This design comes from an exercise in tuning for small area, a short achievable clock period and few clock cycles per item on the open sky130 flow, not from production work.
At most, simulation tests tie the RTL to the original design; equivalence was not proved.
Power and IR drop assume default switching activity.

## run G
==> flow/design.v <==
module single_divider (Clk, a_in, d_in, q_out, r_out);
input Clk;
input [7:0] a_in, d_in;
output [7:0] q_out, r_out;
wire [0:0] x0 = a_in[7:7];
wire [1:0] b_0;
wire [0:0] df_0;
assign b_0[0] = 1'b0;
assign df_0[0] = x0[0] ^ d_in[0] ^ b_0[0];
assign b_0[1] = (~x0[0] & d_in[0]) | (~(x0[0] ^ d_in[0]) & b_0[0]);
wire ge_0 = (d_in[7:1] == 0) && !b_0[1];
wire [0:0] r1 = ge_0 ? df_0 : x0;
wire [0:0] qq1 = {ge_0};
wire [6:0] aa1 = a_in[6:0];
wire [1:0] x1 = {r1, aa1[6:6]};
wire [2:0] b_1;
wire [1:0] df_1;
assign b_1[0] = 1'b0;
assign df_1[0] = x1[0] ^ d_in[0] ^ b_1[0];
assign b_1[1] = (~x1[0] & d_in[0]) | (~(x1[0] ^ d_in[0]) & b_1[0]);
assign df_1[1] = x1[1] ^ d_in[1] ^ b_1[1];
assign b_1[2] = (~x1[1] & d_in[1]) | (~(x1[1] ^ d_in[1]) & b_1[1]);
wire ge_1 = (d_in[7:2] == 0) && !b_1[2];
wire [1:0] r2 = ge_1 ? df_1 : x1;
wire [1:0] qq2 = {qq1, ge_1};
wire [5:0] aa2 = aa1[5:0];
wire [2:0] x2 = {r2, aa2[5:5]};
wire [3:0] b_2;
wire [2:0] df_2;
assign b_2[0] = 1'b0;
assign df_2[0] = x2[0] ^ d_in[0] ^ b_2[0];
assign b_2[1] = (~x2[0] & d_in[0]) | (~(x2[0] ^ d_in[0]) & b_2[0]);
assign df_2[1] = x2[1] ^ d_in[1] ^ b_2[1];
assign b_2[2] = (~x2[1] & d_in[1]) | (~(x2[1] ^ d_in[1]) & b_2[1]);
assign df_2[2] = x2[2] ^ d_in[2] ^ b_2[2];
assign b_2[3] = (~x2[2] & d_in[2]) | (~(x2[2] ^ d_in[2]) & b_2[2]);
wire ge_2 = (d_in[7:3] == 0) && !b_2[3];
wire [2:0] r3 = ge_2 ? df_2 : x2;
wire [2:0] qq3 = {qq2, ge_2};
wire [4:0] aa3 = aa2[4:0];
reg [2:0] r_p1;
always @(posedge Clk) r_p1 <= r3;
reg [4:0] a_p1;
always @(posedge Clk) a_p1 <= aa3;
reg [2:0] q_p1;
always @(posedge Clk) q_p1 <= qq3;
reg [7:0] d_p1;
always @(posedge Clk) d_p1 <= d_in;
wire [3:0] x3 = {r_p1, a_p1[4:4]};
wire [4:0] b_3;
wire [3:0] df_3;
assign b_3[0] = 1'b0;
assign df_3[0] = x3[0] ^ d_p1[0] ^ b_3[0];
assign b_3[1] = (~x3[0] & d_p1[0]) | (~(x3[0] ^ d_p1[0]) & b_3[0]);
assign df_3[1] = x3[1] ^ d_p1[1] ^ b_3[1];
assign b_3[2] = (~x3[1] & d_p1[1]) | (~(x3[1] ^ d_p1[1]) & b_3[1]);
assign df_3[2] = x3[2] ^ d_p1[2] ^ b_3[2];
assign b_3[3] = (~x3[2] & d_p1[2]) | (~(x3[2] ^ d_p1[2]) & b_3[2]);
assign df_3[3] = x3[3] ^ d_p1[3] ^ b_3[3];
assign b_3[4] = (~x3[3] & d_p1[3]) | (~(x3[3] ^ d_p1[3]) & b_3[3]);
wire ge_3 = (d_p1[7:4] == 0) && !b_3[4];
wire [3:0] r4 = ge_3 ? df_3 : x3;
wire [3:0] qq4 = {q_p1, ge_3};
wire [3:0] aa4 = a_p1[3:0];
wire [4:0] x4 = {r4, aa4[3:3]};
wire [5:0] b_4;
wire [4:0] df_4;
assign b_4[0] = 1'b0;
assign df_4[0] = x4[0] ^ d_p1[0] ^ b_4[0];
assign b_4[1] = (~x4[0] & d_p1[0]) | (~(x4[0] ^ d_p1[0]) & b_4[0]);
assign df_4[1] = x4[1] ^ d_p1[1] ^ b_4[1];
assign b_4[2] = (~x4[1] & d_p1[1]) | (~(x4[1] ^ d_p1[1]) & b_4[1]);
assign df_4[2] = x4[2] ^ d_p1[2] ^ b_4[2];
assign b_4[3] = (~x4[2] & d_p1[2]) | (~(x4[2] ^ d_p1[2]) & b_4[2]);
assign df_4[3] = x4[3] ^ d_p1[3] ^ b_4[3];
assign b_4[4] = (~x4[3] & d_p1[3]) | (~(x4[3] ^ d_p1[3]) & b_4[3]);
assign df_4[4] = x4[4] ^ d_p1[4] ^ b_4[4];
assign b_4[5] = (~x4[4] & d_p1[4]) | (~(x4[4] ^ d_p1[4]) & b_4[4]);
wire ge_4 = (d_p1[7:5] == 0) && !b_4[5];
wire [4:0] r5 = ge_4 ? df_4 : x4;
wire [4:0] qq5 = {qq4, ge_4};
wire [2:0] aa5 = aa4[2:0];
reg [4:0] r_p2;
always @(posedge Clk) r_p2 <= r5;
reg [2:0] a_p2;
always @(posedge Clk) a_p2 <= aa5;
reg [4:0] q_p2;
always @(posedge Clk) q_p2 <= qq5;
reg [7:0] d_p2;
always @(posedge Clk) d_p2 <= d_p1;
wire [5:0] x5 = {r_p2, a_p2[2:2]};
wire [6:0] b_5;
wire [5:0] df_5;
assign b_5[0] = 1'b0;
assign df_5[0] = x5[0] ^ d_p2[0] ^ b_5[0];
assign b_5[1] = (~x5[0] & d_p2[0]) | (~(x5[0] ^ d_p2[0]) & b_5[0]);
assign df_5[1] = x5[1] ^ d_p2[1] ^ b_5[1];
assign b_5[2] = (~x5[1] & d_p2[1]) | (~(x5[1] ^ d_p2[1]) & b_5[1]);
assign df_5[2] = x5[2] ^ d_p2[2] ^ b_5[2];
assign b_5[3] = (~x5[2] & d_p2[2]) | (~(x5[2] ^ d_p2[2]) & b_5[2]);
assign df_5[3] = x5[3] ^ d_p2[3] ^ b_5[3];
assign b_5[4] = (~x5[3] & d_p2[3]) | (~(x5[3] ^ d_p2[3]) & b_5[3]);
assign df_5[4] = x5[4] ^ d_p2[4] ^ b_5[4];
assign b_5[5] = (~x5[4] & d_p2[4]) | (~(x5[4] ^ d_p2[4]) & b_5[4]);
assign df_5[5] = x5[5] ^ d_p2[5] ^ b_5[5];
assign b_5[6] = (~x5[5] & d_p2[5]) | (~(x5[5] ^ d_p2[5]) & b_5[5]);
wire ge_5 = (d_p2[7:6] == 0) && !b_5[6];
wire [5:0] r6 = ge_5 ? df_5 : x5;
wire [5:0] qq6 = {q_p2, ge_5};
wire [1:0] aa6 = a_p2[1:0];
wire [6:0] x6 = {r6, aa6[1:1]};
wire [7:0] b_6;
wire [6:0] df_6;
assign b_6[0] = 1'b0;
assign df_6[0] = x6[0] ^ d_p2[0] ^ b_6[0];
assign b_6[1] = (~x6[0] & d_p2[0]) | (~(x6[0] ^ d_p2[0]) & b_6[0]);
assign df_6[1] = x6[1] ^ d_p2[1] ^ b_6[1];
assign b_6[2] = (~x6[1] & d_p2[1]) | (~(x6[1] ^ d_p2[1]) & b_6[1]);
assign df_6[2] = x6[2] ^ d_p2[2] ^ b_6[2];
assign b_6[3] = (~x6[2] & d_p2[2]) | (~(x6[2] ^ d_p2[2]) & b_6[2]);
assign df_6[3] = x6[3] ^ d_p2[3] ^ b_6[3];
assign b_6[4] = (~x6[3] & d_p2[3]) | (~(x6[3] ^ d_p2[3]) & b_6[3]);
assign df_6[4] = x6[4] ^ d_p2[4] ^ b_6[4];
assign b_6[5] = (~x6[4] & d_p2[4]) | (~(x6[4] ^ d_p2[4]) & b_6[4]);
assign df_6[5] = x6[5] ^ d_p2[5] ^ b_6[5];
assign b_6[6] = (~x6[5] & d_p2[5]) | (~(x6[5] ^ d_p2[5]) & b_6[5]);
assign df_6[6] = x6[6] ^ d_p2[6] ^ b_6[6];
assign b_6[7] = (~x6[6] & d_p2[6]) | (~(x6[6] ^ d_p2[6]) & b_6[6]);
wire ge_6 = (d_p2[7:7] == 0) && !b_6[7];
wire [6:0] r7 = ge_6 ? df_6 : x6;
wire [6:0] qq7 = {qq6, ge_6};
wire [0:0] aa7 = aa6[0:0];
reg [6:0] r_p3;
always @(posedge Clk) r_p3 <= r7;
reg [0:0] a_p3;
always @(posedge Clk) a_p3 <= aa7;
reg [6:0] q_p3;
always @(posedge Clk) q_p3 <= qq7;
reg [7:0] d_p3;
always @(posedge Clk) d_p3 <= d_p2;
wire [7:0] x7 = {r_p3, a_p3[0:0]};
wire [8:0] b_7;
wire [7:0] df_7;
assign b_7[0] = 1'b0;
assign df_7[0] = x7[0] ^ d_p3[0] ^ b_7[0];
assign b_7[1] = (~x7[0] & d_p3[0]) | (~(x7[0] ^ d_p3[0]) & b_7[0]);
assign df_7[1] = x7[1] ^ d_p3[1] ^ b_7[1];
assign b_7[2] = (~x7[1] & d_p3[1]) | (~(x7[1] ^ d_p3[1]) & b_7[1]);
assign df_7[2] = x7[2] ^ d_p3[2] ^ b_7[2];
assign b_7[3] = (~x7[2] & d_p3[2]) | (~(x7[2] ^ d_p3[2]) & b_7[2]);
assign df_7[3] = x7[3] ^ d_p3[3] ^ b_7[3];
assign b_7[4] = (~x7[3] & d_p3[3]) | (~(x7[3] ^ d_p3[3]) & b_7[3]);
assign df_7[4] = x7[4] ^ d_p3[4] ^ b_7[4];
assign b_7[5] = (~x7[4] & d_p3[4]) | (~(x7[4] ^ d_p3[4]) & b_7[4]);
assign df_7[5] = x7[5] ^ d_p3[5] ^ b_7[5];
assign b_7[6] = (~x7[5] & d_p3[5]) | (~(x7[5] ^ d_p3[5]) & b_7[5]);
assign df_7[6] = x7[6] ^ d_p3[6] ^ b_7[6];
assign b_7[7] = (~x7[6] & d_p3[6]) | (~(x7[6] ^ d_p3[6]) & b_7[6]);
assign df_7[7] = x7[7] ^ d_p3[7] ^ b_7[7];
assign b_7[8] = (~x7[7] & d_p3[7]) | (~(x7[7] ^ d_p3[7]) & b_7[7]);
wire ge_7 = 1'b1 && !b_7[8];
wire [7:0] r8 = ge_7 ? df_7 : x7;
wire [7:0] qq8 = {q_p3, ge_7};
reg [7:0] r_p4;
always @(posedge Clk) r_p4 <= r8;
reg [7:0] q_p4;
always @(posedge Clk) q_p4 <= qq8;
assign q_out = q_p4;
assign r_out = r_p4;
endmodule
`timescale 1 ns / 100 ps
module Out_of_Order_divider (clk, rst, start, memory_write_complete, dd_addr, dd_data, qr_we, qr_addr, qr_data);
input clk, rst, start;
output memory_write_complete;
output [4:0] dd_addr;
input [15:0] dd_data;
output qr_we;
output [4:0] qr_addr;
output [15:0] qr_data;
reg [5:0] cnt;
wire last = cnt[5] && (cnt[1:0] == 2'd3);
always @(posedge clk, posedge rst)
begin
  if (rst)
    cnt <= 6'd0;
  else if (last)
    cnt <= 6'd0;
  else if (start || cnt != 6'd0)
    cnt <= cnt + 6'd1;
end
wire [5:0] wcnt = cnt - 6'd4;
assign dd_addr = cnt[4:0];
assign qr_we = (cnt >= 6'd4);
assign qr_addr = wcnt[4:0];
assign memory_write_complete = last;
single_divider divider (.Clk(clk), .a_in(dd_data[15:8]), .d_in(dd_data[7:0]), .q_out(qr_data[15:8]), .r_out(qr_data[7:0]));
endmodule
export LEC_CHECK = 0
export CAP_MARGIN = 20
export CORE_MARGIN = 2
export CORE_UTILIZATION = 40
export PLACE_DENSITY = 0.6
export SETUP_SLACK_MARGIN = 2.8
export SLEW_MARGIN = 20
create_clock -name core_clock -period 6.0 [get_ports {clk}]
standard.sh (not shown) runs the stock make flow with config.mk's settings and CLKGATE_MAP_FILE= SYNTH_SCRIPT=/design/flow/synth_recipe.tcl, a recipe that flattens the netlist after the stock synthesis.
==> flow/flow/run.sh <==
#!/bin/bash
# The standard layout, with every input and output port buffered by a
# sky130_fd_sc_hd__buf_1 instead of the resizer's default choice.
set -euo pipefail
bash standard.sh BUFFER_PORTS_ARGS="-buffer_cell sky130_fd_sc_hd__buf_1" ADDER_MAP_FILE= finish > standard.log 2>&1
Testbench counts of run G, summed over its fixed seeds: cycles 6,912, jobs 192.
Here is what was changed in the inputs of run M compared with run G.
--- a/flow/design.v
+++ b/flow/design.v
@@ -178,19 +178,24 @@
 output [4:0] qr_addr;
 output [15:0] qr_data;
 reg [5:0] cnt;
-wire last = cnt[5] && (cnt[1:0] == 2'd3);
+reg run;
+wire last = run && (cnt == 6'd35);
 always @(posedge clk, posedge rst)
 begin
-  if (rst)
+  if (rst) begin
     cnt <= 6'd0;
-  else if (last)
+    run <= 1'b0;
+  end else if (last) begin
     cnt <= 6'd0;
-  else if (start || cnt != 6'd0)
+    run <= 1'b0;
+  end else if (start || run) begin
     cnt <= cnt + 6'd1;
+    run <= 1'b1;
+  end
 end
 wire [5:0] wcnt = cnt - 6'd4;
 assign dd_addr = cnt[4:0];
-assign qr_we = (cnt >= 6'd4);
+assign qr_we = run && (cnt >= 6'd4);
 assign qr_addr = wcnt[4:0];
 assign memory_write_complete = last;
 single_divider divider (.Clk(clk), .a_in(dd_data[15:8]), .d_in(dd_data[7:0]), .q_out(qr_data[15:8]), .r_out(qr_data[7:0]));
### Flow results
- Run M was carried through to the last stage, and its layout satisfied the timing, design-rule and antenna checks.
- Compared with run G, run M degrades via count.
- Against run G as the reference, run M delivers a higher global-route wire length before repair.
- ~same clock buffer count from CTS in run M and run G
- Between run M and run G, worst setup timing slack at the placement stage is lower for run G, run M comes in above that.
- Setup slack for run M: 0.073 ns up relative to run G
- Run M against run G: sequential share of layout area fell 0.66 points, post-synthesis instance area rose about 3%, power share of the sequential group fell 1.2 points.
- The area fraction of clock buffers and clock inverters number comes out higher for run M vs run G.
- Higher total power after layout was reported by run M, not run G.
- Run M gives more die area than run G did.
The RTL of run M was laid out without a check of its function.

[re-timing with driven ports]
In the flow no input, the clock included, has a driving cell. The finished layouts below were timed again as built, in two steps.
Step 1, drivers: a clkbuf_16 drives clk and a buf_2 each remaining input, both assumed.
Step 2 times the ports against the registers' clock, not the clock port: input delays grow and output delays shrink by t, the midpoint of the rising clock arrivals with the driver on.
a / b / c = ideal / step 1 / step 2; a / b = the first two.
run	t (ns)	setup slack, ns	worst hold slack (ns)
run G	0.385	2.741 / 2.741 / 2.705	0.330 / 0.330 / 0.330
run M	0.373	2.814 / 2.814 / 2.557	0.327 / 0.327 / 0.327
After both steps every run listed still meets setup and hold. For run M, which loses most, drivers alone change the setup slack by 0.000 ns; drivers and shift together by -0.257 ns.
